Source: an optimization exercise on an open RTL-to-GDS flow (aim: small area). Production flows keep margins and buffers that such runs may drop.
Function was checked by simulation only, so behaviour that the tests miss may differ from the original.
Power figures rest on the tool's default switching activity, not on a simulated workload.

==> flow/design.v, too long to show whole: its modules and the start of the top module <==
// module sine_quarter: 198 lines
// module phase_carry: 226 lines
// module audio_generator_12b_unsigned: 886 lines
// module tone_term: 16 lines
// module mix_fa: 6 lines
module audio_generator_12b_unsigned (Clock, nStart, Select, Out);
  // ...
==> flow/flow/run.sh <==
#!/bin/bash
# Own layout flow: the standard ORFS flow (standard.sh) with these changes.
# Synthesis (a copy of ORFS's synth.tcl, edited below):
#  - the mixer's full adders, module mix_fa in the RTL, are kept as a
#    hierarchy level and each instance becomes one sky130 fa_1 cell
#    (mix_fa has the fa_1 port names and function); Yosys's extract_fa is
#    not run;
#  - ABC maps the rest with the area-oriented script flow/abc_area.script.
#  Registers, flattening and renaming are as in the standard synthesis.
# Layout: the make variable assignments in flow/extra_args.txt (one per
# line) are passed to the standard flow (CTS and port buffer arguments).
# Each tool's output goes to orfs/logs as in the standard flow; make's
# output goes to flow_make.log here.
set -euo pipefail
W=$(pwd)
F=$W/flow
sed -e 's|^\(hierarchy -check -top \$::env(DESIGN_NAME)\)$|\1\nsetattr -mod -set keep_hierarchy 1 mix_fa|' \
    -e 's|^\( *\)extract_fa {\*}\[dont_use_extract_fa_args\]|\1chtype -map mix_fa sky130_fd_sc_hd__fa_1\n\1delete mix_fa|' \
    -e "s|^\( *\)log_cmd abc {\*}\$abc_args|\1log_cmd abc {*}[lreplace \$abc_args 1 1 $F/abc_area.script]|" \
    "$FLOW_HOME/scripts/synth.tcl" > "$W/synth_area.tcl"
grep -q "keep_hierarchy 1 mix_fa" "$W/synth_area.tcl"
grep -q "chtype -map mix_fa sky130_fd_sc_hd__fa_1" "$W/synth_area.tcl"
grep -q "abc_area.script" "$W/synth_area.tcl"
sed -e "s|source \$::env(SCRIPTS_DIR)/synth.tcl|source $W/synth_area.tcl|" "$W/synth_recipe.tcl" > "$W/synth_recipe_area.tcl"
grep -q "synth_area.tcl" "$W/synth_recipe_area.tcl"
sed -e "s|SYNTH_SCRIPT=[^ ]*|SYNTH_SCRIPT=$W/synth_recipe_area.tcl|" "$W/standard.sh" > "$W/standard_area.sh"
grep -q "synth_recipe_area.tcl" "$W/standard_area.sh"
ARGS=()
if [[ -f "$F/extra_args.txt" ]]; then
  while IFS= read -r line; do
    [[ -z "$line" || "$line" == \#* ]] && continue
    ARGS+=("$line")
  done < "$F/extra_args.txt"
fi
bash "$W/standard_area.sh" "${ARGS[@]}" finish > "$W/flow_make.log" 2>&1
==> flow/flow/abc_area.script <==
strash; dch; amap -m -C 2000 -F 3 -A 8; topo
==> flow/flow/extra_args.txt <==
CTS_ARGS=-sink_clustering_enable -repair_clock_nets -dont_use_dummy_load -buf_list sky130_fd_sc_hd__clkbuf_4 -sink_clustering_size 10 -sink_clustering_max_diameter 35
BUFFER_PORTS_ARGS=-buffer_cell sky130_fd_sc_hd__buf_1
==> flow/standard.sh <==
#!/bin/bash
# synth_recipe.tcl (not shown) runs the flow's synth.tcl, then flattens the netlist and writes it again
# the make line also repeats each setting of config.mk as NAME=value (left out here)
make -C /OpenROAD-flow-scripts/flow DESIGN_CONFIG=/design/flow/config.mk WORK_HOME=/design/flow/orfs CLKGATE_MAP_FILE= SYNTH_SCRIPT=/design/flow/synth_recipe.tcl "${@:-finish}"
==> flow/config.mk <==
export PLATFORM = sky130hd
export DESIGN_NAME = audio_generator_12b_unsigned
export DESIGN_NICKNAME = audio_generator_12b_unsigned
export VERILOG_FILES = /design/flow/design.v
export SDC_FILE = /design/flow/constraint.sdc
export NUM_CORES = 8
export LEC_CHECK = 0
export ABC_AREA = 1
export CAP_MARGIN = 10
export CORE_MARGIN = 2
export CORE_UTILIZATION = 60
export SLEW_MARGIN = 10
==> flow/constraint.sdc <==
create_clock -name core_clock -period 20.0 [get_ports {Clock}]
set_input_delay 4.0000 -clock core_clock [delete_from_list [all_inputs] [get_ports {Clock}]]
set_output_delay 4.0000 -clock core_clock [all_outputs]
set_load 0.01 [all_outputs]
==> results.py, run 1 <==
metrics = {
    "clock_tree": {
        "path_clk_slew_ps": 100,
        "cts_tree": "yes",
        "cts_sinks": 261,
        "cts_buffers": 53,
        "post_cts_resized": 0,
        "cts-root-buf": "clkbuf_4",
        "htreeDepth": 2,
    },
    "critical_path": {
        "worstSetupEndpointType": "flip-flop",
        "setup.worst_path.end": "Out[11]",
        "crit_buf_inv": 5,
        "startpoint": "Select[10]",
        "critical_path_class": "primary input to flip-flop",
    },
    "timing": {
        "finalSetupTns_ps": 0,
        "hold-worst-slack_ps": 453.3,
        "slew_violations": 0,
    },
    "die": {
        "tap_cells": 468,
    },
    "global_route": {
        "grt_pass1_wl_um": 118200,
        "antenna_found_initial": 1,
        "grt_pass1_vias": 23596,
        "grt.total_usage": 0.3761,
    },
    "logic_synthesis": {
        "synth.distinct_cells": 49,
        "synth-simple-area-share": 0.2578,
    },
    "final_layout": {
        "clkbuf_count": 53,
        "multi_input_area_um2": 14860,
        "fillCellCount": 3195,
    },
    "min_path": {
        "hp-class": "flip-flop to flip-flop",
    },
    "power": {
        "seqPwrFrac": 0.375,
        "power.density_nw_per_um2": 71.04,
        "powerClk_uw": 309,
        "power.share.clock": 0.188,
        "p_total_uw": 1645,
    },
    "drt": {
        "dr_wl_met2_um": 32350,
    },
    "placed_design": {
        "placed_area_um2": 22750,
        "dpl.hpwl_um": 56370,
        "dp_slack_ps": 6094,
    },
    "status": {
        "status": "no timing/DRC/antenna violations",
    },
}
==> run 2: changes to the inputs <==
--- a/flow/design.v
+++ b/flow/design.v
@@ -660,38 +660,38 @@
 	assign m3 = e[4] & m2;
 	assign e_next[5] = run & (e[5] ^ m3);
 	assign m4 = e[5] & m3;
 	assign e_next[6] = run & (e[6] ^ m4);
 	assign m5 = e[6] & m4;
 	assign e_next[7] = run & (e[7] ^ m5);
 	assign d0_next[0] = run & ~(d0[0] ^ cy[0]);
 	assign m6 = d0[0] | cy[0];
-	assign d0_next[1] = run & ~(d0[1] ^ m6);
-	assign m7 = d0[1] | m6;
+	assign d0_next[1] = ~(run & ~(~d0[1] ^ m6));
+	assign m7 = ~d0[1] | m6;
 	assign d0_next[2] = run & ~(d0[2] ^ m7);
 	assign m8 = d0[2] | m7;
-	assign d0_next[3] = run & (d0[3] ^ m8);
-	assign m9 = d0[3] & m8;
+	assign d0_next[3] = ~(run & (~d0[3] ^ m8));
+	assign m9 = ~d0[3] & m8;
 	assign d0_next[4] = run & ~(d0[4] ^ m9);
 	assign m10 = d0[4] | m9;
-	assign d0_next[5] = run & (d0[5] ^ m10);
-	assign m11 = d0[5] & m10;
+	assign d0_next[5] = ~(run & (~d0[5] ^ m10));
+	assign m11 = ~d0[5] & m10;
 	assign d0_next[6] = run & ~(d0[6] ^ m11);
 	assign m12 = d0[6] | m11;
-	assign d0_next[7] = run & (d0[7] ^ m12);
-	assign m13 = d0[7] & m12;
+	assign d0_next[7] = ~(run & (~d0[7] ^ m12));
+	assign m13 = ~d0[7] & m12;
 	assign d0_next[8] = run & (d0[8] ^ m13);
 	assign m14 = d0[8] & m13;
-	assign d0_next[9] = run & (d0[9] ^ m14);
-	assign m15 = d0[9] & m14;
+	assign d0_next[9] = ~(run & (~d0[9] ^ m14));
+	assign m15 = ~d0[9] & m14;
 	assign d0_next[10] = run & (d0[10] ^ m15);
 	assign m16 = d0[10] & m15;
-	assign d0_next[11] = run & (d0[11] ^ m16);
-	assign m17 = d0[11] & m16;
+	assign d0_next[11] = ~(run & (~d0[11] ^ m16));
+	assign m17 = ~d0[11] & m16;
 	assign j0_next[0] = run & (j0[0] ^ m17);
 	assign m18 = m17 & (j0[0] ^ u0);
 	assign j0_next[1] = run & (j0[1] ^ m18);
 	assign m19 = m18 & (j0[1] ^ u0);
 	assign j0_next[2] = run & (j0[2] ^ m19);
 	assign m20 = m19 & (j0[2] ^ u0);
 	assign j0_next[3] = run & (j0[3] ^ m20);
 	assign m21 = m20 & (j0[3] ^ u0);
@@ -699,38 +699,38 @@
 	assign m22 = m21 & (j0[4] ^ u0);
 	assign j0_next[5] = run & (j0[5] ^ m22);
 	assign m23 = m17 & ~u0 & (&j0);
 	assign m24 = m17 & u0 & (j0 == 6'd1);
 	assign u0_next = run & (u0 ^ (m23 | m24));
 	assign h0_next = run & (h0 ^ m24);
 	assign d1_next[0] = run & ~(d1[0] ^ cy[1]);
 	assign m25 = d1[0] | cy[1];
-	assign d1_next[1] = run & (d1[1] ^ m25);
-	assign m26 = d1[1] & m25;
+	assign d1_next[1] = ~(run & (~d1[1] ^ m25));
+	assign m26 = ~d1[1] & m25;
 	assign d1_next[2] = run & ~(d1[2] ^ m26);
 	assign m27 = d1[2] | m26;
-	assign d1_next[3] = run & ~(d1[3] ^ m27);
-	assign m28 = d1[3] | m27;
+	assign d1_next[3] = ~(run & ~(~d1[3] ^ m27));
+	assign m28 = ~d1[3] | m27;
 	assign d1_next[4] = run & ~(d1[4] ^ m28);
 	assign m29 = d1[4] | m28;
-	assign d1_next[5] = run & (d1[5] ^ m29);
-	assign m30 = d1[5] & m29;
+	assign d1_next[5] = ~(run & (~d1[5] ^ m29));
+	assign m30 = ~d1[5] & m29;
 	assign d1_next[6] = run & ~(d1[6] ^ m30);
 	assign m31 = d1[6] | m30;
-	assign d1_next[7] = run & (d1[7] ^ m31);
-	assign m32 = d1[7] & m31;
+	assign d1_next[7] = ~(run & (~d1[7] ^ m31));
+	assign m32 = ~d1[7] & m31;
 	assign d1_next[8] = run & (d1[8] ^ m32);
 	assign m33 = d1[8] & m32;
-	assign d1_next[9] = run & (d1[9] ^ m33);
-	assign m34 = d1[9] & m33;
+	assign d1_next[9] = ~(run & (~d1[9] ^ m33));
+	assign m34 = ~d1[9] & m33;
 	assign d1_next[10] = run & (d1[10] ^ m34);
 	assign m35 = d1[10] & m34;
-	assign d1_next[11] = run & (d1[11] ^ m35);
-	assign m36 = d1[11] & m35;
+	assign d1_next[11] = ~(run & (~d1[11] ^ m35));
+	assign m36 = ~d1[11] & m35;
 	assign j1_next[0] = run & (j1[0] ^ m36);
 	assign m37 = m36 & (j1[0] ^ u1);
 	assign j1_next[1] = run & (j1[1] ^ m37);
 	assign m38 = m37 & (j1[1] ^ u1);
 	assign j1_next[2] = run & (j1[2] ^ m38);
 	assign m39 = m38 & (j1[2] ^ u1);
 	assign j1_next[3] = run & (j1[3] ^ m39);
 	assign m40 = m39 & (j1[3] ^ u1);
@@ -738,38 +738,38 @@
 	assign m41 = m40 & (j1[4] ^ u1);
 	assign j1_next[5] = run & (j1[5] ^ m41);
 	assign m42 = m36 & ~u1 & (&j1);
 	assign m43 = m36 & u1 & (j1 == 6'd1);
 	assign u1_next = run & (u1 ^ (m42 | m43));
 	assign h1_next = run & (h1 ^ m43);
 	assign d2_next[0] = run & (d2[0] ^ cy[2]);
 	assign m44 = d2[0] & cy[2];
-	assign d2_next[1] = run & ~(d2[1] ^ m44);
-	assign m45 = d2[1] | m44;
+	assign d2_next[1] = ~(run & ~(~d2[1] ^ m44));
+	assign m45 = ~d2[1] | m44;
 	assign d2_next[2] = run & (d2[2] ^ m45);
 	assign m46 = d2[2] & m45;
-	assign d2_next[3] = run & (d2[3] ^ m46);
-	assign m47 = d2[3] & m46;
+	assign d2_next[3] = ~(run & (~d2[3] ^ m46));
+	assign m47 = ~d2[3] & m46;
 	assign d2_next[4] = run & (d2[4] ^ m47);
 	assign m48 = d2[4] & m47;
-	assign d2_next[5] = run & ~(d2[5] ^ m48);
-	assign m49 = d2[5] | m48;
+	assign d2_next[5] = ~(run & ~(~d2[5] ^ m48));
+	assign m49 = ~d2[5] | m48;
 	assign d2_next[6] = run & ~(d2[6] ^ m49);
 	assign m50 = d2[6] | m49;
-	assign d2_next[7] = run & (d2[7] ^ m50);
-	assign m51 = d2[7] & m50;
+	assign d2_next[7] = ~(run & (~d2[7] ^ m50));
+	assign m51 = ~d2[7] & m50;
 	assign d2_next[8] = run & (d2[8] ^ m51);
 	assign m52 = d2[8] & m51;
-	assign d2_next[9] = run & (d2[9] ^ m52);
-	assign m53 = d2[9] & m52;
+	assign d2_next[9] = ~(run & (~d2[9] ^ m52));
+	assign m53 = ~d2[9] & m52;
 	assign d2_next[10] = run & (d2[10] ^ m53);
 	assign m54 = d2[10] & m53;
-	assign d2_next[11] = run & (d2[11] ^ m54);
-	assign m55 = d2[11] & m54;
+	assign d2_next[11] = ~(run & (~d2[11] ^ m54));
+	assign m55 = ~d2[11] & m54;
 	assign j2_next[0] = run & (j2[0] ^ m55);
 	assign m56 = m55 & (j2[0] ^ u2);
 	assign j2_next[1] = run & (j2[1] ^ m56);
 	assign m57 = m56 & (j2[1] ^ u2);
 	assign j2_next[2] = run & (j2[2] ^ m57);
 	assign m58 = m57 & (j2[2] ^ u2);
 	assign j2_next[3] = run & (j2[3] ^ m58);
 	assign m59 = m58 & (j2[3] ^ u2);
@@ -777,38 +777,38 @@
 	assign m60 = m59 & (j2[4] ^ u2);
 	assign j2_next[5] = run & (j2[5] ^ m60);
 	assign m61 = m55 & ~u2 & (&j2);
 	assign m62 = m55 & u2 & (j2 == 6'd1);
 	assign u2_next = run & (u2 ^ (m61 | m62));
 	assign h2_next = run & (h2 ^ m62);
 	assign d3_next[0] = run & (d3[0] ^ cy[3]);
 	assign m63 = d3[0] & cy[3];
-	assign d3_next[1] = run & (d3[1] ^ m63);
-	assign m64 = d3[1] & m63;
+	assign d3_next[1] = ~(run & (~d3[1] ^ m63));
+	assign m64 = ~d3[1] & m63;
 	assign d3_next[2] = run & (d3[2] ^ m64);
 	assign m65 = d3[2] & m64;
-	assign d3_next[3] = run & ~(d3[3] ^ m65);
-	assign m66 = d3[3] | m65;
+	assign d3_next[3] = ~(run & ~(~d3[3] ^ m65));
+	assign m66 = ~d3[3] | m65;
 	assign d3_next[4] = run & (d3[4] ^ m66);
 	assign m67 = d3[4] & m66;
-	assign d3_next[5] = run & ~(d3[5] ^ m67);
-	assign m68 = d3[5] | m67;
+	assign d3_next[5] = ~(run & ~(~d3[5] ^ m67));
+	assign m68 = ~d3[5] | m67;
 	assign d3_next[6] = run & ~(d3[6] ^ m68);
 	assign m69 = d3[6] | m68;
-	assign d3_next[7] = run & (d3[7] ^ m69);
-	assign m70 = d3[7] & m69;
+	assign d3_next[7] = ~(run & (~d3[7] ^ m69));
+	assign m70 = ~d3[7] & m69;
 	assign d3_next[8] = run & (d3[8] ^ m70);
 	assign m71 = d3[8] & m70;
-	assign d3_next[9] = run & (d3[9] ^ m71);
-	assign m72 = d3[9] & m71;
+	assign d3_next[9] = ~(run & (~d3[9] ^ m71));
+	assign m72 = ~d3[9] & m71;
 	assign d3_next[10] = run & (d3[10] ^ m72);
 	assign m73 = d3[10] & m72;
-	assign d3_next[11] = run & (d3[11] ^ m73);
-	assign m74 = d3[11] & m73;
+	assign d3_next[11] = ~(run & (~d3[11] ^ m73));
+	assign m74 = ~d3[11] & m73;
 	assign j3_next[0] = run & (j3[0] ^ m74);
 	assign m75 = m74 & (j3[0] ^ u3);
 	assign j3_next[1] = run & (j3[1] ^ m75);
 	assign m76 = m75 & (j3[1] ^ u3);
 	assign j3_next[2] = run & (j3[2] ^ m76);
 	assign m77 = m76 & (j3[2] ^ u3);
 	assign j3_next[3] = run & (j3[3] ^ m77);
 	assign m78 = m77 & (j3[3] ^ u3);
@@ -816,38 +816,38 @@
 	assign m79 = m78 & (j3[4] ^ u3);
 	assign j3_next[5] = run & (j3[5] ^ m79);
 	assign m80 = m74 & ~u3 & (&j3);
 	assign m81 = m74 & u3 & (j3 == 6'd1);
 	assign u3_next = run & (u3 ^ (m80 | m81));
 	assign h3_next = run & (h3 ^ m81);
 	assign d4_next[0] = run & (d4[0] ^ cy[4]);
 	assign m82 = d4[0] & cy[4];
-	assign d4_next[1] = run & ~(d4[1] ^ m82);
-	assign m83 = d4[1] | m82;
+	assign d4_next[1] = ~(run & ~(~d4[1] ^ m82));
+	assign m83 = ~d4[1] | m82;
 	assign d4_next[2] = run & ~(d4[2] ^ m83);
 	assign m84 = d4[2] | m83;
-	assign d4_next[3] = run & ~(d4[3] ^ m84);
-	assign m85 = d4[3] | m84;
+	assign d4_next[3] = ~(run & ~(~d4[3] ^ m84));
+	assign m85 = ~d4[3] | m84;
 	assign d4_next[4] = run & (d4[4] ^ m85);
 	assign m86 = d4[4] & m85;
-	assign d4_next[5] = run & ~(d4[5] ^ m86);
-	assign m87 = d4[5] | m86;
+	assign d4_next[5] = ~(run & ~(~d4[5] ^ m86));
+	assign m87 = ~d4[5] | m86;
 	assign d4_next[6] = run & ~(d4[6] ^ m87);
 	assign m88 = d4[6] | m87;
-	assign d4_next[7] = run & (d4[7] ^ m88);
-	assign m89 = d4[7] & m88;
+	assign d4_next[7] = ~(run & (~d4[7] ^ m88));
+	assign m89 = ~d4[7] & m88;
 	assign d4_next[8] = run & (d4[8] ^ m89);
 	assign m90 = d4[8] & m89;
-	assign d4_next[9] = run & (d4[9] ^ m90);
-	assign m91 = d4[9] & m90;
+	assign d4_next[9] = ~(run & (~d4[9] ^ m90));
+	assign m91 = ~d4[9] & m90;
 	assign d4_next[10] = run & (d4[10] ^ m91);
 	assign m92 = d4[10] & m91;
-	assign d4_next[11] = run & (d4[11] ^ m92);
-	assign m93 = d4[11] & m92;
+	assign d4_next[11] = ~(run & (~d4[11] ^ m92));
+	assign m93 = ~d4[11] & m92;
 	assign j4_next[0] = run & (j4[0] ^ m93);
 	assign m94 = m93 & (j4[0] ^ u4);
 	assign j4_next[1] = run & (j4[1] ^ m94);
 	assign m95 = m94 & (j4[1] ^ u4);
 	assign j4_next[2] = run & (j4[2] ^ m95);
 	assign m96 = m95 & (j4[2] ^ u4);
 	assign j4_next[3] = run & (j4[3] ^ m96);
 	assign m97 = m96 & (j4[3] ^ u4);
@@ -855,38 +855,38 @@
 	assign m98 = m97 & (j4[4] ^ u4);
 	assign j4_next[5] = run & (j4[5] ^ m98);
 	assign m99 = m93 & ~u4 & (&j4);
 	assign m100 = m93 & u4 & (j4 == 6'd1);
 	assign u4_next = run & (u4 ^ (m99 | m100));
 	assign h4_next = run & (h4 ^ m100);
 	assign d5_next[0] = run & ~(d5[0] ^ cy[5]);
 	assign m101 = d5[0] | cy[5];
-	assign d5_next[1] = run & (d5[1] ^ m101);
-	assign m102 = d5[1] & m101;
+	assign d5_next[1] = ~(run & (~d5[1] ^ m101));
+	assign m102 = ~d5[1] & m101;
 	assign d5_next[2] = run & ~(d5[2] ^ m102);
 	assign m103 = d5[2] | m102;
-	assign d5_next[3] = run & (d5[3] ^ m103);
-	assign m104 = d5[3] & m103;
+	assign d5_next[3] = ~(run & (~d5[3] ^ m103));
+	assign m104 = ~d5[3] & m103;
 	assign d5_next[4] = run & ~(d5[4] ^ m104);
 	assign m105 = d5[4] | m104;
-	assign d5_next[5] = run & ~(d5[5] ^ m105);
-	assign m106 = d5[5] | m105;
+	assign d5_next[5] = ~(run & ~(~d5[5] ^ m105));
+	assign m106 = ~d5[5] | m105;
 	assign d5_next[6] = run & ~(d5[6] ^ m106);
 	assign m107 = d5[6] | m106;
-	assign d5_next[7] = run & (d5[7] ^ m107);
-	assign m108 = d5[7] & m107;
+	assign d5_next[7] = ~(run & (~d5[7] ^ m107));
+	assign m108 = ~d5[7] & m107;
 	assign d5_next[8] = run & (d5[8] ^ m108);
 	assign m109 = d5[8] & m108;
-	assign d5_next[9] = run & (d5[9] ^ m109);
-	assign m110 = d5[9] & m109;
+	assign d5_next[9] = ~(run & (~d5[9] ^ m109));
+	assign m110 = ~d5[9] & m109;
 	assign d5_next[10] = run & (d5[10] ^ m110);
 	assign m111 = d5[10] & m110;
-	assign d5_next[11] = run & (d5[11] ^ m111);
-	assign m112 = d5[11] & m111;
+	assign d5_next[11] = ~(run & (~d5[11] ^ m111));
+	assign m112 = ~d5[11] & m111;
 	assign j5_next[0] = run & (j5[0] ^ m112);
 	assign m113 = m112 & (j5[0] ^ u5);
 	assign j5_next[1] = run & (j5[1] ^ m113);
 	assign m114 = m113 & (j5[1] ^ u5);
 	assign j5_next[2] = run & (j5[2] ^ m114);
 	assign m115 = m114 & (j5[2] ^ u5);
 	assign j5_next[3] = run & (j5[3] ^ m115);
 	assign m116 = m115 & (j5[3] ^ u5);
@@ -894,38 +894,38 @@
 	assign m117 = m116 & (j5[4] ^ u5);
 	assign j5_next[5] = run & (j5[5] ^ m117);
 	assign m118 = m112 & ~u5 & (&j5);
 	assign m119 = m112 & u5 & (j5 == 6'd1);
 	assign u5_next = run & (u5 ^ (m118 | m119));
 	assign h5_next = run & (h5 ^ m119);
 	assign d6_next[0] = run & (d6[0] ^ cy[6]);
 	assign m120 = d6[0] & cy[6];
-	assign d6_next[1] = run & (d6[1] ^ m120);
-	assign m121 = d6[1] & m120;
+	assign d6_next[1] = ~(run & (~d6[1] ^ m120));
+	assign m121 = ~d6[1] & m120;
 	assign d6_next[2] = run & ~(d6[2] ^ m121);
 	assign m122 = d6[2] | m121;
-	assign d6_next[3] = run & ~(d6[3] ^ m122);
-	assign m123 = d6[3] | m122;
+	assign d6_next[3] = ~(run & ~(~d6[3] ^ m122));
+	assign m123 = ~d6[3] | m122;
 	assign d6_next[4] = run & ~(d6[4] ^ m123);
 	assign m124 = d6[4] | m123;
-	assign d6_next[5] = run & ~(d6[5] ^ m124);
-	assign m125 = d6[5] | m124;
+	assign d6_next[5] = ~(run & ~(~d6[5] ^ m124));
+	assign m125 = ~d6[5] | m124;
 	assign d6_next[6] = run & ~(d6[6] ^ m125);
 	assign m126 = d6[6] | m125;
-	assign d6_next[7] = run & (d6[7] ^ m126);
-	assign m127 = d6[7] & m126;
+	assign d6_next[7] = ~(run & (~d6[7] ^ m126));
+	assign m127 = ~d6[7] & m126;
 	assign d6_next[8] = run & (d6[8] ^ m127);
 	assign m128 = d6[8] & m127;
-	assign d6_next[9] = run & (d6[9] ^ m128);
-	assign m129 = d6[9] & m128;
+	assign d6_next[9] = ~(run & (~d6[9] ^ m128));
+	assign m129 = ~d6[9] & m128;
 	assign d6_next[10] = run & (d6[10] ^ m129);
 	assign m130 = d6[10] & m129;
-	assign d6_next[11] = run & (d6[11] ^ m130);
-	assign m131 = d6[11] & m130;
+	assign d6_next[11] = ~(run & (~d6[11] ^ m130));
+	assign m131 = ~d6[11] & m130;
 	assign j6_next[0] = run & (j6[0] ^ m131);
 	assign m132 = m131 & (j6[0] ^ u6);
 	assign j6_next[1] = run & (j6[1] ^ m132);
 	assign m133 = m132 & (j6[1] ^ u6);
 	assign j6_next[2] = run & (j6[2] ^ m133);
 	assign m134 = m133 & (j6[2] ^ u6);
 	assign j6_next[3] = run & (j6[3] ^ m134);
 	assign m135 = m134 & (j6[3] ^ u6);
@@ -933,38 +933,38 @@
 	assign m136 = m135 & (j6[4] ^ u6);
 	assign j6_next[5] = run & (j6[5] ^ m136);
 	assign m137 = m131 & ~u6 & (&j6);
 	assign m138 = m131 & u6 & (j6 == 6'd1);
 	assign u6_next = run & (u6 ^ (m137 | m138));
 	assign h6_next = run & (h6 ^ m138);
 	assign d7_next[0] = run & ~(d7[0] ^ cy[7]);
 	assign m139 = d7[0] | cy[7];
-	assign d7_next[1] = run & ~(d7[1] ^ m139);
-	assign m140 = d7[1] | m139;
+	assign d7_next[1] = ~(run & ~(~d7[1] ^ m139));
+	assign m140 = ~d7[1] | m139;
 	assign d7_next[2] = run & (d7[2] ^ m140);
 	assign m141 = d7[2] & m140;
-	assign d7_next[3] = run & (d7[3] ^ m141);
-	assign m142 = d7[3] & m141;
+	assign d7_next[3] = ~(run & (~d7[3] ^ m141));
+	assign m142 = ~d7[3] & m141;
 	assign d7_next[4] = run & (d7[4] ^ m142);
 	assign m143 = d7[4] & m142;
-	assign d7_next[5] = run & (d7[5] ^ m143);
-	assign m144 = d7[5] & m143;
+	assign d7_next[5] = ~(run & (~d7[5] ^ m143));
+	assign m144 = ~d7[5] & m143;
 	assign d7_next[6] = run & (d7[6] ^ m144);
 	assign m145 = d7[6] & m144;
-	assign d7_next[7] = run & ~(d7[7] ^ m145);
-	assign m146 = d7[7] | m145;
+	assign d7_next[7] = ~(run & ~(~d7[7] ^ m145));
+	assign m146 = ~d7[7] | m145;
 	assign d7_next[8] = run & (d7[8] ^ m146);
 	assign m147 = d7[8] & m146;
-	assign d7_next[9] = run & (d7[9] ^ m147);
-	assign m148 = d7[9] & m147;
+	assign d7_next[9] = ~(run & (~d7[9] ^ m147));
+	assign m148 = ~d7[9] & m147;
 	assign d7_next[10] = run & (d7[10] ^ m148);
 	assign m149 = d7[10] & m148;
-	assign d7_next[11] = run & (d7[11] ^ m149);
-	assign m150 = d7[11] & m149;
+	assign d7_next[11] = ~(run & (~d7[11] ^ m149));
+	assign m150 = ~d7[11] & m149;
 	assign j7_next[0] = run & (j7[0] ^ m150);
 	assign m151 = m150 & (j7[0] ^ u7);
 	assign j7_next[1] = run & (j7[1] ^ m151);
 	assign m152 = m151 & (j7[1] ^ u7);
 	assign j7_next[2] = run & (j7[2] ^ m152);
 	assign m153 = m152 & (j7[2] ^ u7);
 	assign j7_next[3] = run & (j7[3] ^ m153);
 	assign m154 = m153 & (j7[3] ^ u7);
@@ -972,38 +972,38 @@
 	assign m155 = m154 & (j7[4] ^ u7);
 	assign j7_next[5] = run & (j7[5] ^ m155);
 	assign m156 = m150 & ~u7 & (&j7);
 	assign m157 = m150 & u7 & (j7 == 6'd1);
 	assign u7_next = run & (u7 ^ (m156 | m157));
 	assign h7_next = run & (h7 ^ m157);
 	assign d8_next[0] = run & ~(d8[0] ^ cy[8]);
 	assign m158 = d8[0] | cy[8];
-	assign d8_next[1] = run & ~(d8[1] ^ m158);
-	assign m159 = d8[1] | m158;
+	assign d8_next[1] = ~(run & ~(~d8[1] ^ m158));
+	assign m159 = ~d8[1] | m158;
 	assign d8_next[2] = run & (d8[2] ^ m159);
 	assign m160 = d8[2] & m159;
-	assign d8_next[3] = run & ~(d8[3] ^ m160);
-	assign m161 = d8[3] | m160;
+	assign d8_next[3] = ~(run & ~(~d8[3] ^ m160));
+	assign m161 = ~d8[3] | m160;
 	assign d8_next[4] = run & (d8[4] ^ m161);
 	assign m162 = d8[4] & m161;
-	assign d8_next[5] = run & (d8[5] ^ m162);
-	assign m163 = d8[5] & m162;
+	assign d8_next[5] = ~(run & (~d8[5] ^ m162));
+	assign m163 = ~d8[5] & m162;
 	assign d8_next[6] = run & (d8[6] ^ m163);
 	assign m164 = d8[6] & m163;
-	assign d8_next[7] = run & ~(d8[7] ^ m164);
-	assign m165 = d8[7] | m164;
+	assign d8_next[7] = ~(run & ~(~d8[7] ^ m164));
+	assign m165 = ~d8[7] | m164;
 	assign d8_next[8] = run & (d8[8] ^ m165);
 	assign m166 = d8[8] & m165;
-	assign d8_next[9] = run & (d8[9] ^ m166);
-	assign m167 = d8[9] & m166;
+	assign d8_next[9] = ~(run & (~d8[9] ^ m166));
+	assign m167 = ~d8[9] & m166;
 	assign d8_next[10] = run & (d8[10] ^ m167);
 	assign m168 = d8[10] & m167;
-	assign d8_next[11] = run & (d8[11] ^ m168);
-	assign m169 = d8[11] & m168;
+	assign d8_next[11] = ~(run & (~d8[11] ^ m168));
+	assign m169 = ~d8[11] & m168;
 	assign j8_next[0] = run & (j8[0] ^ m169);
 	assign m170 = m169 & (j8[0] ^ u8);
 	assign j8_next[1] = run & (j8[1] ^ m170);
 	assign m171 = m170 & (j8[1] ^ u8);
 	assign j8_next[2] = run & (j8[2] ^ m171);
 	assign m172 = m171 & (j8[2] ^ u8);
 	assign j8_next[3] = run & (j8[3] ^ m172);
 	assign m173 = m172 & (j8[3] ^ u8);
@@ -1011,38 +1011,38 @@
 	assign m174 = m173 & (j8[4] ^ u8);
 	assign j8_next[5] = run & (j8[5] ^ m174);
 	assign m175 = m169 & ~u8 & (&j8);
 	assign m176 = m169 & u8 & (j8 == 6'd1);
 	assign u8_next = run & (u8 ^ (m175 | m176));
 	assign h8_next = run & (h8 ^ m176);
 	assign d9_next[0] = run & ~(d9[0] ^ cy[9]);
 	assign m177 = d9[0] | cy[9];
-	assign d9_next[1] = run & ~(d9[1] ^ m177);
-	assign m178 = d9[1] | m177;
+	assign d9_next[1] = ~(run & ~(~d9[1] ^ m177));
+	assign m178 = ~d9[1] | m177;
 	assign d9_next[2] = run & (d9[2] ^ m178);
 	assign m179 = d9[2] & m178;
-	assign d9_next[3] = run & (d9[3] ^ m179);
-	assign m180 = d9[3] & m179;
+	assign d9_next[3] = ~(run & (~d9[3] ^ m179));
+	assign m180 = ~d9[3] & m179;
 	assign d9_next[4] = run & ~(d9[4] ^ m180);
 	assign m181 = d9[4] | m180;
-	assign d9_next[5] = run & (d9[5] ^ m181);
-	assign m182 = d9[5] & m181;
+	assign d9_next[5] = ~(run & (~d9[5] ^ m181));
+	assign m182 = ~d9[5] & m181;
 	assign d9_next[6] = run & (d9[6] ^ m182);
 	assign m183 = d9[6] & m182;
-	assign d9_next[7] = run & ~(d9[7] ^ m183);
-	assign m184 = d9[7] | m183;
+	assign d9_next[7] = ~(run & ~(~d9[7] ^ m183));
+	assign m184 = ~d9[7] | m183;
 	assign d9_next[8] = run & (d9[8] ^ m184);
 	assign m185 = d9[8] & m184;
-	assign d9_next[9] = run & (d9[9] ^ m185);
-	assign m186 = d9[9] & m185;
+	assign d9_next[9] = ~(run & (~d9[9] ^ m185));
+	assign m186 = ~d9[9] & m185;
 	assign d9_next[10] = run & (d9[10] ^ m186);
 	assign m187 = d9[10] & m186;
-	assign d9_next[11] = run & (d9[11] ^ m187);
-	assign m188 = d9[11] & m187;
+	assign d9_next[11] = ~(run & (~d9[11] ^ m187));
+	assign m188 = ~d9[11] & m187;
 	assign j9_next[0] = run & (j9[0] ^ m188);
 	assign m189 = m188 & (j9[0] ^ u9);
 	assign j9_next[1] = run & (j9[1] ^ m189);
 	assign m190 = m189 & (j9[1] ^ u9);
 	assign j9_next[2] = run & (j9[2] ^ m190);
 	assign m191 = m190 & (j9[2] ^ u9);
 	assign j9_next[3] = run & (j9[3] ^ m191);
 	assign m192 = m191 & (j9[3] ^ u9);
@@ -1050,38 +1050,38 @@
 	assign m193 = m192 & (j9[4] ^ u9);
 	assign j9_next[5] = run & (j9[5] ^ m193);
 	assign m194 = m188 & ~u9 & (&j9);
 	assign m195 = m188 & u9 & (j9 == 6'd1);
 	assign u9_next = run & (u9 ^ (m194 | m195));
 	assign h9_next = run & (h9 ^ m195);
 	assign d10_next[0] = run & (d10[0] ^ cy[10]);
 	assign m196 = d10[0] & cy[10];
-	assign d10_next[1] = run & (d10[1] ^ m196);
-	assign m197 = d10[1] & m196;
+	assign d10_next[1] = ~(run & (~d10[1] ^ m196));
+	assign m197 = ~d10[1] & m196;
 	assign d10_next[2] = run & ~(d10[2] ^ m197);
 	assign m198 = d10[2] | m197;
-	assign d10_next[3] = run & ~(d10[3] ^ m198);
-	assign m199 = d10[3] | m198;
+	assign d10_next[3] = ~(run & ~(~d10[3] ^ m198));
+	assign m199 = ~d10[3] | m198;
 	assign d10_next[4] = run & ~(d10[4] ^ m199);
 	assign m200 = d10[4] | m199;
-	assign d10_next[5] = run & (d10[5] ^ m200);
-	assign m201 = d10[5] & m200;
+	assign d10_next[5] = ~(run & (~d10[5] ^ m200));
+	assign m201 = ~d10[5] & m200;
 	assign d10_next[6] = run & (d10[6] ^ m201);
 	assign m202 = d10[6] & m201;
-	assign d10_next[7] = run & ~(d10[7] ^ m202);
-	assign m203 = d10[7] | m202;
+	assign d10_next[7] = ~(run & ~(~d10[7] ^ m202));
+	assign m203 = ~d10[7] | m202;
 	assign d10_next[8] = run & (d10[8] ^ m203);
 	assign m204 = d10[8] & m203;
-	assign d10_next[9] = run & (d10[9] ^ m204);
-	assign m205 = d10[9] & m204;
+	assign d10_next[9] = ~(run & (~d10[9] ^ m204));
+	assign m205 = ~d10[9] & m204;
 	assign d10_next[10] = run & (d10[10] ^ m205);
 	assign m206 = d10[10] & m205;
-	assign d10_next[11] = run & (d10[11] ^ m206);
-	assign m207 = d10[11] & m206;
+	assign d10_next[11] = ~(run & (~d10[11] ^ m206));
+	assign m207 = ~d10[11] & m206;
 	assign j10_next[0] = run & (j10[0] ^ m207);
 	assign m208 = m207 & (j10[0] ^ u10);
 	assign j10_next[1] = run & (j10[1] ^ m208);
 	assign m209 = m208 & (j10[1] ^ u10);
 	assign j10_next[2] = run & (j10[2] ^ m209);
 	assign m210 = m209 & (j10[2] ^ u10);
 	assign j10_next[3] = run & (j10[3] ^ m210);
 	assign m211 = m210 & (j10[3] ^ u10);
@@ -1089,38 +1089,38 @@
 	assign m212 = m211 & (j10[4] ^ u10);
 	assign j10_next[5] = run & (j10[5] ^ m212);
 	assign m213 = m207 & ~u10 & (&j10);
 	assign m214 = m207 & u10 & (j10 == 6'd1);
 	assign u10_next = run & (u10 ^ (m213 | m214));
 	assign h10_next = run & (h10 ^ m214);
 	assign d11_next[0] = run & ~(d11[0] ^ cy[11]);
 	assign m215 = d11[0] | cy[11];
-	assign d11_next[1] = run & (d11[1] ^ m215);
-	assign m216 = d11[1] & m215;
+	assign d11_next[1] = ~(run & (~d11[1] ^ m215));
+	assign m216 = ~d11[1] & m215;
 	assign d11_next[2] = run & ~(d11[2] ^ m216);
 	assign m217 = d11[2] | m216;
-	assign d11_next[3] = run & (d11[3] ^ m217);
-	assign m218 = d11[3] & m217;
+	assign d11_next[3] = ~(run & (~d11[3] ^ m217));
+	assign m218 = ~d11[3] & m217;
 	assign d11_next[4] = run & (d11[4] ^ m218);
 	assign m219 = d11[4] & m218;
-	assign d11_next[5] = run & ~(d11[5] ^ m219);
-	assign m220 = d11[5] | m219;
+	assign d11_next[5] = ~(run & ~(~d11[5] ^ m219));
+	assign m220 = ~d11[5] | m219;
 	assign d11_next[6] = run & (d11[6] ^ m220);
 	assign m221 = d11[6] & m220;
-	assign d11_next[7] = run & ~(d11[7] ^ m221);
-	assign m222 = d11[7] | m221;
+	assign d11_next[7] = ~(run & ~(~d11[7] ^ m221));
+	assign m222 = ~d11[7] | m221;
 	assign d11_next[8] = run & (d11[8] ^ m222);
 	assign m223 = d11[8] & m222;
-	assign d11_next[9] = run & (d11[9] ^ m223);
-	assign m224 = d11[9] & m223;
+	assign d11_next[9] = ~(run & (~d11[9] ^ m223));
+	assign m224 = ~d11[9] & m223;
 	assign d11_next[10] = run & (d11[10] ^ m224);
 	assign m225 = d11[10] & m224;
-	assign d11_next[11] = run & (d11[11] ^ m225);
-	assign m226 = d11[11] & m225;
+	assign d11_next[11] = ~(run & (~d11[11] ^ m225));
+	assign m226 = ~d11[11] & m225;
 	assign j11_next[0] = run & (j11[0] ^ m226);
 	assign m227 = m226 & (j11[0] ^ u11);
 	assign j11_next[1] = run & (j11[1] ^ m227);
 	assign m228 = m227 & (j11[1] ^ u11);
 	assign j11_next[2] = run & (j11[2] ^ m228);
 	assign m229 = m228 & (j11[2] ^ u11);
 	assign j11_next[3] = run & (j11[3] ^ m229);
 	assign m230 = m229 & (j11[3] ^ u11);
==> flow/flow/extra_args.txt (replaced) <==
CTS_ARGS=-sink_clustering_enable -repair_clock_nets -dont_use_dummy_load -buf_list sky130_fd_sc_hd__clkbuf_4 -sink_clustering_size 12 -sink_clustering_max_diameter 30
BUFFER_PORTS_ARGS=-buffer_cell sky130_fd_sc_hd__buf_1
==> run 2 against run 1 <==
Compared with the run above: still clean; utilization up 0.52 points; worst hold slack better by 9.8 ps; first-iteration DRC count down 15%; sequential cell count did not move; largest cell class unchanged; largest power group unchanged.
==> results.py, run 2 <==
metrics = {
    "status": {
        "status": "no timing/DRC/antenna violations",
    },
    "final_layout": {
        "nNetsFinal": 3474,
        "fin_util": 0.6421,
        "stdcell_area_um2": 22840,
        "syn2layout_area_growth_pct": 5.436,
        "fillCellCount": 3038,
        "final_cell_mix": "nor2_1 (795), clkinv_1 (444), nand2_1 (318)",
        "drive_gt1_frac": 0.02014,
        "layout_commonest_cell": "nor2_1",
    },
    "logic_synthesis": {
        "synth.distinct_cells": 51,
        "synth_top_cell_area_share": 0.2403,
        "synth_common_cells": "nor2_1 (795), clkinv_1 (445), nand2_1 (318)",
        "synth_edf_count": 0,
        "synth.avg_cell_area_um2": 6.694,
        "yosys_warnings": 1,
        "synth_top_family_by_area": "compound AO/OA/AOI/OAI gates",
        "synth_area_leaders": "dfxtp_1 (24%), nor2_1 (14%), fa_1 (12%)",
        "yosysSeqAreaShare": 0.2415,
        "async_reset_ff_frac": 0.003831,
        "syn_nets": 3382,
        "synth_most_common_cell": "nor2_1",
        "synthMuxAreaShare": 0,
        "syn_area_um2": 21660,
        "synth_compound_area_frac": 0.2951,
        "synth_top_area_cell": "dfxtp_1",
        "synthFlopType": "dfxtp_1",
        "synthesis.instances": 3236,
        "synth-simple-area-share": 0.2637,
        "synth-seq-cells": 261,
        "synthXorXnorAreaFrac": 0.0004043,
        "synth_fa_ha_area_frac": 0.1220,
    },
    "timing": {
        "fmax_mhz": 76.06,
        "rsz0062_at_grt": "no",
        "skew_ps": 138.3,
        "hold_viol": 0,
        "max_slew_margin": 0.1847,
        "setup-violations-final": 0,
        "slew_violations": 0,
        "worst_slew_pin_slew_ps": 1215,
        "min_period_ps": 13150,
        "setup_slack_ps": 6853,
        "post-route-period-util": 0.6573,
        "finalSetupTns_ps": 0,
    },
    "clock_tree": {
        "cts_sinks": 261,
        "path_clk_slew_ps": 40,
        "htreeDepth": 2,
        "post-cts-setup-buffers": 0,
        "cts_buffers": 56,
        "post_cts_resized": 0,
        "hold_buffers": 0,
        "cts-root-buf": "clkbuf_4",
        "cts_buffer_depth": 3,
        "cts_tree": "yes",
        "clkLatencyLatePin_ps": 900,
    },
    "critical_path": {
        "crit_path_frequent_cell": "fa_1",
        "cp_max_fo": 9,
        "arrival_ps": 13870,
        "r2r_cells": 33,
        "cp_slowest_cell": "nor3_1",
        "critical_path_class": "primary input to flip-flop",
        "crit_cells": 34,
        "crit_required_ps": 20720,
        "crit_buf_inv": 5,
        "path_delay_family": "adder cells",
        "critPathLaunchType": "primary input",
        "slowest_delay_ps": 560,
        "worstSetupEndpointType": "flip-flop",
    },
    "power": {
        "vdd_drop_max_v": 0.0001136,
        "leakage_uw": 0.007709,
        "power.density_nw_per_um2": 74.41,
        "p_total_uw": 1699,
    },
    "die": {
        "dieArea_um2": 37640,
        "die_h_um": 194.0,
        "rows": 69,
        "io_pins": 26,
        "die_w_um": 194.0,
        "start_util": 0.6090,
        "core_area_um2": 35570,
    },
    "global_route": {
        "antenna_found_initial": 2,
        "gr-total-overflow": 0,
        "grt_use_met3": 0.08141,
        "grt_max_degree": 85,
        "grt_pass1_wl_um": 117300,
        "globalRouteMet2Util": 0.6038,
        "grt_pass1_vias": 23471,
        "top_usage_layer": "met2",
        "grt.total_usage": 0.3753,
        "use_met1": 0.4783,
    },
    "min_path": {
        "hold_path_depth": 2,
        "hp-class": "flip-flop to flip-flop",
    },
    "drt": {
        "routed-via-count": 25330,
        "vias_per_cell": 6.682,
        "drc": 0,
        "dr.pass1.iters": 10,
        "drt-initial-drc-count": 3365,
        "ant_nets": 0,
        "wl_per_cell_um": 18.92,
        "drt-total-wl_um": 71730,
    },
    "placed_design": {
        "placed_area_um2": 22410,
        "numPortBuffers": 25,
        "gp_congestion": 1.083,
        "dp_slack_ps": 6163,
        "dpl.hpwl_um": 55670,
    },
    "flow_run": {
        "cap_violations": 0,
    },
}
==> run 2: per-stage QoR <==
stage	hold slack (ps)	std cells
final	463.0	3791
after global routing	485.6	3791
after global placement	445.8	3731
after detailed placement	452.1	3731
after floorplan	427.2	3236
after CTS	464.3	3787
==> run 2: kinds of logic (layout without fill, tap and decap cells) <==
kind of cell	after synthesis	in the layout
buf+inv	445	535
simple gates	1399	1399
fa+ha+maj	132	132
other cells	1	5
flops	261	261
compound gates	997	997
xor+xnor	1	1
==> run 2: metal layers <==
metal / part of all wire / vias to the layer above
li1: - / 11719
met1: 0.38 / 11101
met2: 0.44 / 2004
met3: 0.11 / 506
met4: 0.067 / 0
met5: 0 / -
==> run 2: report_power, final <==
| group | internal (uW) | switching (uW) |
|---|---|---|
| combinational | 320 | 449 |
| sequential | 586 | 29.4 |
| clock | 126 | 190 |
| total | 1030 | 669 |
==> run 2: final timing paths <==
check	from	end	slack, ps
max in group asynchronous	nStart	run	16920
min in group asynchronous	nStart	run	2940
worst max-delay path	Select[10]	Out[11]	6850
worst min-delay path	d4[11]	d4[11]	460
worst max register to register	j10[4]	Out[11]	9670
worst min register to register	d4[11]	d4[11]	460
==> run 2: final cells by class <==
cell class                 count  area [um^2]  share of cell area
clock buffer                  56        420.4             0.01841
timing repair buffer          34        161.4            0.007067
inverter                     445         1675             0.07336
antenna                        4        10.01           0.0004383
multi-input combinational   2530        14760              0.6463
sequential                   261         5234              0.2292
tap                          461        576.8             0.02526
==> run 2: tightest hold or removal path: cells and delay by family, from the launching register on <==
| kind | cells | cell delay (ps) |
|---|---|---|
| flops | 1 | 320 |
| simple gates | 1 | 50 |
| compound gates | 1 | 60 |
==> run 3: changes to the inputs <==
==> flow/flow/extra_args.txt (replaced) <==
CTS_ARGS=-sink_clustering_enable -repair_clock_nets -dont_use_dummy_load -buf_list sky130_fd_sc_hd__clkbuf_4 -sink_clustering_size 10 -sink_clustering_max_diameter 35
BUFFER_PORTS_ARGS=-buffer_cell sky130_fd_sc_hd__buf_1
--- a/flow/config.mk
+++ b/flow/config.mk
@@ -10,3 +10,4 @@
 export CORE_MARGIN = 2
 export CORE_UTILIZATION = 60
+export GPL_TIMING_DRIVEN = 0
 export SLEW_MARGIN = 10
==> run 3 against run 2 <==
Compared with the run above: still clean; setup slack got worse by 710 ps; clock skew shrank 2.5 ps; die area unchanged; final cell count fell by 0.24%; combinational power shrank 2.7%; power down 2.2%; critical endpoint unchanged; largest power group unchanged.
==> results.py, run 3 <==
metrics = {
    "status": {
        "status": "no timing/DRC/antenna violations",
    },
    "timing": {
        "setup-violations-final": 0,
        "rsz0062_at_grt": "no",
        "max_slew_margin": 0.2116,
        "finalSetupTns_ps": 0,
        "worst_slew_pin_slew_ps": 1170,
        "min_period_ps": 13860,
        "post-route-period-util": 0.6928,
        "hold_viol": 0,
        "fmax_mhz": 72.17,
        "skew_ps": 135.7,
        "slew_violations": 0,
    },
    "final_layout": {
        "nNetsFinal": 3465,
        "stdcell_area_um2": 22800,
        "syn2layout_area_growth_pct": 5.274,
        "layout_commonest_cell": "nor2_1",
        "drive_gt1_frac": 0.01749,
        "fillCellCount": 3154,
        "final_cell_mix": "nor2_1 (795), clkinv_1 (444), nand2_1 (318)",
    },
    "critical_path": {
        "critical_path_class": "primary input to flip-flop",
        "worstSetupEndpointType": "flip-flop",
        "slowest_delay_ps": 540,
        "cp_slowest_cell": "fa_1",
        "crit_required_ps": 20660,
        "r2r_cells": 32,
        "crit_path_frequent_cell": "fa_1",
        "reg2reg_setup_slack_ps": 8990,
        "reg2reg_from": "j10[4]",
        "critPathLaunchType": "primary input",
        "arrival_ps": 14510,
        "cp_max_fo": 9,
        "reg2reg_to": "Out[11]",
    },
    "logic_synthesis": {
        "synth_common_cells": "nor2_1 (795), clkinv_1 (445), nand2_1 (318)",
        "synth_area_leaders": "dfxtp_1 (24%), nor2_1 (14%), fa_1 (12%)",
        "syn_nets": 3382,
        "synth-seq-cells": 261,
        "synth.distinct_cells": 51,
        "synth_top_cell_area_share": 0.2403,
        "synth.avg_cell_area_um2": 6.694,
        "synthesis.instances": 3236,
        "syn_area_um2": 21660,
        "synth_top_area_cell": "dfxtp_1",
        "synth_edf_count": 0,
        "yosys_warnings": 1,
        "synth_most_common_cell": "nor2_1",
        "async_reset_ff_frac": 0.003831,
        "synthFlopType": "dfxtp_1",
        "yosysSeqAreaShare": 0.2415,
    },
    "die": {
        "dieArea_um2": 37640,
        "core_area_um2": 35570,
        "io_pins": 26,
        "die_h_um": 194.0,
        "start_util": 0.6090,
        "rows": 69,
        "die_w_um": 194.0,
    },
    "placed_design": {
        "gp_congestion": 1.115,
        "dpl.hpwl_um": 54630,
        "placed_area_um2": 22420,
        "numPortBuffers": 25,
    },
    "power": {
        "leakage_uw": 0.007678,
        "vdd_drop_max_v": 0.0001262,
        "power.density_nw_per_um2": 72.88,
    },
    "drt": {
        "ant_nets": 0,
        "drc": 0,
        "drt-total-wl_um": 70350,
        "wl_per_cell_um": 18.60,
        "routed-via-count": 25259,
        "dr.pass1.iters": 12,
        "vias_per_cell": 6.679,
        "drt-initial-drc-count": 3437,
    },
    "min_path": {
        "min-delay-start": "h1",
        "hold_path_end": "h1",
        "hold_path_depth": 1,
        "hp-class": "flip-flop to flip-flop",
    },
    "global_route": {
        "gr-total-overflow": 0,
        "grt_pass1_wl_um": 114100,
        "grt_pass1_vias": 23034,
        "antenna_found_initial": 4,
        "grt.total_usage": 0.3645,
        "grt_max_degree": 86,
    },
    "clock_tree": {
        "cts_buffer_depth": 3,
        "cts_sinks": 261,
        "hold_buffers": 0,
        "cts_tree": "yes",
        "htreeDepth": 2,
        "cts-root-buf": "clkbuf_4",
        "path_clk_slew_ps": 100,
        "clkLatencyLatePin_ps": 830,
        "post-cts-setup-buffers": 0,
        "post_cts_resized": 0,
        "cts_buffers": 50,
    },
    "flow_run": {
        "cap_violations": 0,
    },
}
==> run 3: cell type report <==
class	instances	area, um^2	share of cell area
flip-flops and latches	261	5234	0.2295
diodes	4	10.01	0.0004390
clock buffers	50	375.4	0.01646
well taps	461	576.8	0.02529
inverters	445	1675	0.07347
repair buffers	31	171.4	0.007517
multi-input cells	2530	14760	0.6473
==> run 3: power by group <==
group          internal (uW)  switching [uW]
logic                    306             442
clock network            112             189
registers                585            27.2
==> run 3: kinds of logic after synthesis <==
group | Yosys count | share of synthesized area
AO/OA/AOI/OAI | 997 | 0.2951
buffers and inverters | 445 | 0.07711
adder cells (fa/ha/maj) | 132 | 0.1220
other | 1 | 0.0001731
flip-flops | 261 | 0.2415
XOR/XNOR | 1 | 0.0004044
AND/OR/NAND/NOR | 1399 | 0.2637
==> run 3: worst max path at each step <==
stage                     cells after the start      end       start
after floorplan                              27  Out[11]  Select[11]
after global placement                       26  Out[11]  Select[11]
after detailed placement                     33  Out[11]  Select[10]
after CTS                                    33  Out[11]  Select[10]
after global routing                         31  Out[11]  Select[11]
final                                        33  Out[11]  Select[10]
==> run 3: critical path: cells and delay by family <==
family	cells	cell delay, ps
AO/OA/AOI/OAI	9	2300
adder cells (fa/ha/maj)	14	5990
buffers and inverters	5	920
AND/OR/NAND/NOR	5	1290
==> run 3: metal layers <==
metal,part of all wire,routed length [um],global-route usage
met2,0.44,30730,0.5822
met1,0.38,26860,0.4673
met5,0,0,0
met4,0.058,4103,0.1574
met3,0.12,8654,0.09445
==> run 3: metrics by stage <==
stage / power [uW] / std cells / setup slack (ps) / hold slack (ps) / util
6_report: 1662 / 3782 / 6145 / 462.5 / 0.6411
5_1_grt: 1759 / 3782 / 5928 / 487.5 / 0.6411
4_1_cts: 1656 / 3778 / 6590 / 467.1 / 0.6408
3_3_place_gp: 1311 / 3722 / 5662 / 444.9 / 0.6278
2_1_floorplan: 1068 / 3236 / 7460 / 427.2 / -
3_5_place_dp: 1345 / 3728 / 5728 / 452.0 / 0.6303
==> run 4: changes to the inputs <==
--- a/flow/config.mk
+++ b/flow/config.mk
@@ -10,4 +10,3 @@
 export CORE_MARGIN = 2
 export CORE_UTILIZATION = 60
-export GPL_TIMING_DRIVEN = 0
 export SLEW_MARGIN = 10
==> run 4 against run 3 <==
Compared with the run above: global-route usage increased by 1.2 points; die area unchanged; largest cell class unchanged; routed wire length increased by 2.5%; final cell count about the same; clock power about the same; critical endpoint unchanged; critical path type unchanged; still clean on timing, DRC and antenna; utilization decreased by 0.056 points; clock skew decreased by 28 ps; area after synthesis unchanged; first-iteration DRC count decreased by 0.41%.
==> results.py, run 4 <==
metrics = {
    "status": {
        "status": "no timing/DRC/antenna violations",
    },
    "power": {
        "power.share.clock": 0.179,
        "intPower_uw": 1013,
        "sw_frac_of_total": 0.3947,
        "leakage_uw": 0.007677,
        "power.density_nw_per_um2": 73.43,
        "power.switching_uw": 660.4,
        "vdd_drop_max_v": 0.0001066,
        "seqPwrFrac": 0.368,
        "pwr-share-comb": 0.453,
    },
    "die": {
        "core_area_um2": 35570,
        "die_w_um": 194.0,
        "io_pins": 26,
        "rows": 69,
        "die_h_um": 194.0,
        "start_util": 0.6090,
        "dieArea_um2": 37640,
    },
    "critical_path": {
        "reg2reg_from": "j10[4]",
        "cp_slowest_cell": "nor3_1",
        "startpoint": "Select[10]",
        "critical_path_class": "primary input to flip-flop",
        "crit_required_ps": 20680,
        "reg2reg_to": "Out[11]",
        "critPathLaunchType": "primary input",
        "reg2reg_setup_slack_ps": 9640,
        "arrival_ps": 13940,
        "crit_path_frequent_cell": "fa_1",
        "worstSetupEndpointType": "flip-flop",
        "cp_max_fo": 9,
        "r2r_cells": 33,
        "slowest_delay_ps": 590,
    },
    "flow_run": {
        "cap_violations": 0,
    },
    "final_layout": {
        "drive_gt1_frac": 0.01808,
        "stdcell_area_um2": 22780,
        "syn2layout_area_growth_pct": 5.181,
        "fin_util": 0.6405,
        "final_cell_mix": "nor2_1 (795), clkinv_1 (444), nand2_1 (318)",
        "nNetsFinal": 3467,
        "layout_commonest_cell": "nor2_1",
        "fin_cells": 3783,
    },
    "drt": {
        "vias_per_cell": 6.684,
        "wl_per_cell_um": 19.07,
        "drc": 0,
        "drt-total-wl_um": 72130,
        "ant_nets": 0,
        "dr.pass1.iters": 15,
        "drt-initial-drc-count": 3423,
        "routed-via-count": 25286,
    },
    "logic_synthesis": {
        "synth_top_cell_area_share": 0.2403,
        "synth_fa_ha_area_frac": 0.1220,
        "synthFlopType": "dfxtp_1",
        "synth_most_common_cell": "nor2_1",
        "syn_area_um2": 21660,
        "synth_common_cells": "nor2_1 (795), clkinv_1 (445), nand2_1 (318)",
        "synth_area_leaders": "dfxtp_1 (24%), nor2_1 (14%), fa_1 (12%)",
        "synth_edf_count": 0,
        "async_reset_ff_frac": 0.003831,
        "synth-seq-cells": 261,
        "synth_compound_area_frac": 0.2951,
        "synth.avg_cell_area_um2": 6.694,
        "synthMuxAreaShare": 0,
        "synth.distinct_cells": 51,
        "synthXorXnorAreaFrac": 0.0004043,
        "synthesis.instances": 3236,
        "yosys_warnings": 1,
        "yosysSeqAreaShare": 0.2415,
        "synth-simple-area-share": 0.2637,
        "synth_top_area_cell": "dfxtp_1",
        "syn_nets": 3382,
        "synth_top_family_by_area": "compound AO/OA/AOI/OAI gates",
    },
    "timing": {
        "post-route-period-util": 0.6626,
        "fmax_mhz": 75.46,
        "finalSetupTns_ps": 0,
        "skew_ps": 107.7,
        "slew_violations": 0,
        "rsz0062_at_grt": "no",
        "min_period_ps": 13250,
        "worst_slew_pin_slew_ps": 1178,
        "max_slew_margin": 0.2091,
        "setup-violations-final": 0,
        "hold_viol": 0,
    },
    "min_path": {
        "hp-class": "flip-flop to flip-flop",
        "min-delay-start": "d5[3]",
        "hold_path_end": "d5[3]",
        "hold_path_depth": 2,
    },
    "placed_design": {
        "placed_area_um2": 22410,
        "numPortBuffers": 25,
        "gp_congestion": 1.083,
        "dpl.hpwl_um": 55670,
        "dp.cells": 3731,
    },
    "clock_tree": {
        "htreeDepth": 2,
        "post-cts-setup-buffers": 0,
        "path_clk_slew_ps": 50,
        "post_cts_resized": 0,
        "cts_sinks": 261,
        "clkLatencyLatePin_ps": 820,
        "cts-root-buf": "clkbuf_4",
        "hold_buffers": 0,
        "cts_tree": "yes",
        "cts_buffers": 49,
        "cts_buffer_depth": 3,
    },
    "global_route": {
        "grt_pass1_wl_um": 117400,
        "grt_max_degree": 85,
        "antenna_found_initial": 4,
        "gr-total-overflow": 0,
        "grt.total_usage": 0.3770,
        "grt_pass1_vias": 23438,
    },
}
-- run 4: logic make-up (layout without fill, tap and decap cells) --
family,Yosys count,count (layout)
flops,261,261
other cells,1,4
buf+inv,445,528
compound gates,997,997
fa+ha+maj,132,132
xor+xnor,1,1
simple gates,1399,1399
-- run 4: routing by layer --
layer  up-vias  GRT usage  routed length [um]
met1     11069     0.4786               27280
met4         0     0.1829                4743
met3       519    0.08401                8478
met5         -          0                   0
li1      11691          -                   -
met2      2007     0.6085               31630
-- run 4: metrics by stage --
step,power [uW],hold WS [ps],setup slack [ps]
after floorplan,1068,427.2,7460
after global placement,1280,445.8,6332
after detailed placement,1361,452.1,6163
after CTS,1666,464.6,7025
after global routing,1770,490.5,6383
final,1673,464.1,6747
-- run 4: worst max path at each step --
stage,end,slack (ps),cells after the start
global route,Out[11],6380,34
global placement,Out[11],6330,32
floorplan,Out[11],7460,27
finish,Out[11],6750,34
CTS,Out[11],7020,34
detailed placement,Out[11],6160,34
-- run 4: critical path, delay by kind of cell --
family / cells / cell delay (ps)
adder cells (fa/ha/maj): 14 / 6080
AO/OA/AOI/OAI: 9 / 1520
AND/OR/NAND/NOR: 6 / 1420
buffers and inverters: 5 / 930
-- run 4: power by group through the flow --
stage	logic, uW	clock network (uW)	registers, uW
final	758	299	615
after CTS	744	308	614
after global placement	657	0	623
after floorplan	447	0	621
after detailed placement	736	0	625
after global routing	826	326	619
-- run 4: layout make-up --
type / count / area (um^2)
multi-input combinational: 2530 / 14760
tap: 461 / 576.8
clock buffer: 49 / 367.9
timing repair buffer: 34 / 161.4
fill: 3036 / 12790
sequential: 261 / 5234
inverter: 445 / 1675
antenna: 3 / 7.507
==> run 5: changes to the inputs <==
==> flow/flow/extra_args.txt (replaced) <==
CTS_ARGS=-sink_clustering_enable -repair_clock_nets -dont_use_dummy_load -buf_list sky130_fd_sc_hd__clkbuf_2 -root_buf sky130_fd_sc_hd__clkbuf_4 -tree_buf sky130_fd_sc_hd__clkbuf_4 -sink_clustering_size 5 -sink_clustering_max_diameter 20
BUFFER_PORTS_ARGS=-buffer_cell sky130_fd_sc_hd__buf_1
==> run 5 against run 4 <==
Compared with the run above: synthesized cell count did not move; critical path type unchanged; sequential share of layout area decreased by 0.088 points; first-iteration DRC count increased by 10%; via count increased by 1.1%; design area is 0.38% higher; final cell count grew 1.0%.
==> results.py, run 5 <==
metrics = {
    "status": {
        "status": "no timing/DRC/antenna violations",
    },
    "logic_synthesis": {
        "synth_edf_count": 0,
        "async_reset_ff_frac": 0.003831,
        "synth.avg_cell_area_um2": 6.694,
        "synth_top_area_cell": "dfxtp_1",
        "synth_most_common_cell": "nor2_1",
        "synth_top_cell_area_share": 0.2403,
        "synthFlopType": "dfxtp_1",
        "syn_area_um2": 21660,
        "synthesis.instances": 3236,
        "synth_common_cells": "nor2_1 (795), clkinv_1 (445), nand2_1 (318)",
        "yosysSeqAreaShare": 0.2415,
        "yosys_warnings": 1,
        "synth.distinct_cells": 51,
        "synth-seq-cells": 261,
        "synth_area_leaders": "dfxtp_1 (24%), nor2_1 (14%), fa_1 (12%)",
        "syn_nets": 3382,
    },
    "timing": {
        "hold_viol": 0,
        "slew_violations": 0,
        "hold-worst-slack_ps": 465.3,
        "min_period_ps": 13310,
        "worst_slew_pin_slew_ps": 1183,
        "setup-violations-final": 0,
        "post-route-period-util": 0.6655,
        "finalSetupTns_ps": 0,
        "rsz0062_at_grt": "no",
        "max_slew_margin": 0.2063,
        "fmax_mhz": 75.13,
        "skew_ps": 105.0,
    },
    "clock_tree": {
        "post-cts-setup-buffers": 0,
        "cts_buffers": 86,
        "cts_sinks": 261,
        "hold_buffers": 0,
        "path_clk_slew_ps": 50,
        "cts_tree": "yes",
        "post_cts_resized": 0,
        "cts_buffer_depth": 3,
        "htreeDepth": 3,
        "clkLatencyLatePin_ps": 790,
        "cts-root-buf": "clkbuf_4",
    },
    "power": {
        "vdd_drop_max_v": 0.0001086,
        "p_total_uw": 1698,
        "leakage_uw": 0.007813,
        "power.density_nw_per_um2": 74.23,
    },
    "die": {
        "dieArea_um2": 37640,
        "start_util": 0.6090,
        "die_h_um": 194.0,
        "io_pins": 26,
        "rows": 69,
        "core_area_um2": 35570,
        "die_w_um": 194.0,
    },
    "critical_path": {
        "arrival_ps": 13960,
        "cp_slowest_cell": "nor3_1",
        "critPathLaunchType": "primary input",
        "r2r_cells": 33,
        "crit_required_ps": 20650,
        "cp_max_fo": 9,
        "reg2reg_setup_slack_ps": 9580,
        "worstSetupEndpointType": "flip-flop",
        "critical_path_class": "primary input to flip-flop",
        "slowest_delay_ps": 600,
        "reg2reg_from": "j10[4]",
        "crit_path_frequent_cell": "fa_1",
        "reg2reg_to": "Out[11]",
    },
    "final_layout": {
        "fin_util": 0.6430,
        "fillCellCount": 3042,
        "final_cell_mix": "nor2_1 (795), clkinv_1 (444), nand2_1 (318)",
        "syn2layout_area_growth_pct": 5.586,
        "nNetsFinal": 3504,
        "fin_cells": 3821,
        "drive_gt1_frac": 0.02890,
        "layout_commonest_cell": "nor2_1",
    },
    "drt": {
        "wl_per_cell_um": 18.98,
        "drt-total-wl_um": 72510,
        "drt-initial-drc-count": 3779,
        "vias_per_cell": 6.691,
        "dr.pass1.iters": 10,
        "ant_nets": 0,
        "drc": 0,
        "routed-via-count": 25567,
    },
    "flow_run": {
        "cap_violations": 0,
    },
    "min_path": {
        "min-delay-start": "d4[11]",
        "hold_path_depth": 2,
        "hold_path_end": "d4[11]",
        "hp-class": "flip-flop to flip-flop",
    },
    "global_route": {
        "grt.total_usage": 0.3798,
        "grt_pass1_wl_um": 118400,
        "grt_pass1_vias": 23826,
        "gr-total-overflow": 0,
        "grt_max_degree": 85,
        "antenna_found_initial": 3,
    },
    "placed_design": {
        "dp.cells": 3731,
        "numPortBuffers": 25,
        "dpl.hpwl_um": 55670,
        "gp_congestion": 1.083,
    },
}
[run 5: cell counts after synthesis]
No cell type changed its count.
[run 5: worst max-delay path, delay by kind of cell]
| family | cells | cell delay, ps |
|---|---|---|
| compound gates | 9 | 1540 |
| buf+inv | 5 | 900 |
| fa+ha+maj | 14 | 6080 |
| simple gates | 6 | 1430 |
[run 5: how the worst max path moves through the flow]
stage                from      end  slack [ps]
3_3_place_gp   Select[10]  Out[11]        6330
5_1_grt        Select[10]  Out[11]        6370
6_report       Select[10]  Out[11]        6690
2_1_floorplan  Select[11]  Out[11]        7460
4_1_cts        Select[10]  Out[11]        7000
3_5_place_dp   Select[10]  Out[11]        6160
[run 5: power by group]
part	internal (uW)	switching, uW
clock	121	209
sequential	586	29.9
combinational	316	436
[run 5: cell type report]
class | count | area [um^2] | area share
sequential | 261 | 5234 | 0.2288
multi-input combinational | 2530 | 14760 | 0.6454
timing repair buffer | 34 | 161.4 | 0.007057
tap | 461 | 576.8 | 0.02522
inverter | 445 | 1675 | 0.07325
clock buffer | 86 | 452.9 | 0.01980
antenna | 4 | 10.01 | 0.0004377
[run 5: logic make-up after synthesis]
logic type / synth area share
AOI/OAI and AO/OA: 0.2951
xor gates and xnor gates: 0.0004044
adders and majority gates: 0.1220
buffers and inverters: 0.07711
DFF: 0.2415
other: 0.0001731
and+or+nand+nor: 0.2637
[run 5: routing by layer]
metal | GRT usage | share of wire
met1 | 0.4767 | 0.37
met2 | 0.6147 | 0.44
met3 | 0.08715 | 0.12
met4 | 0.1908 | 0.065
met5 | 0 | 0
[run 5: through the flow]
step	instance area (um^2)	setup slack [ps]
CTS	22860	6998
global placement	22410	6332
detailed placement	22410	6163
finish	22870	6690
global route	22870	6368
floorplan	21660	7460

port drivers added, routing unchanged:
In the flow no input, the clock included, has a driving cell. The finished layouts below were timed again as built, in two steps.
Step 1, drivers: a clkbuf_16 drives Clock and a buf_2 each remaining input, both assumed.
Step 2 adds t to the input delays and takes it off the output delays; t is the mean of the earliest and latest rising clock arrival at the registers after step 1. Input paths then give back, and output paths get back, about the clock's delay inside the block.
Slacks: ideal ports / drivers / drivers and shift; pairs: ideal ports / drivers.
run | t, ns | slack for setup (ns) | slew at the worst register clock pin (ns)
run 1 | 0.808 | 6.510 / 6.539 / 5.731 | 0.11 / 0.11
run 2 | 0.865 | 6.853 / 6.885 / 6.021 | 0.11 / 0.11
run 3 | 0.827 | 6.145 / 6.175 / 5.348 | 0.10 / 0.10
run 4 | 0.837 | 6.747 / 6.780 / 5.943 | 0.10 / 0.10
run 5 | 0.795 | 6.690 / 6.720 / 5.925 | 0.10 / 0.10
After both steps every run listed still meets setup and hold. For run 2, which loses most, drivers alone change the setup slack by +0.032 ns; drivers and shift together by -0.832 ns.
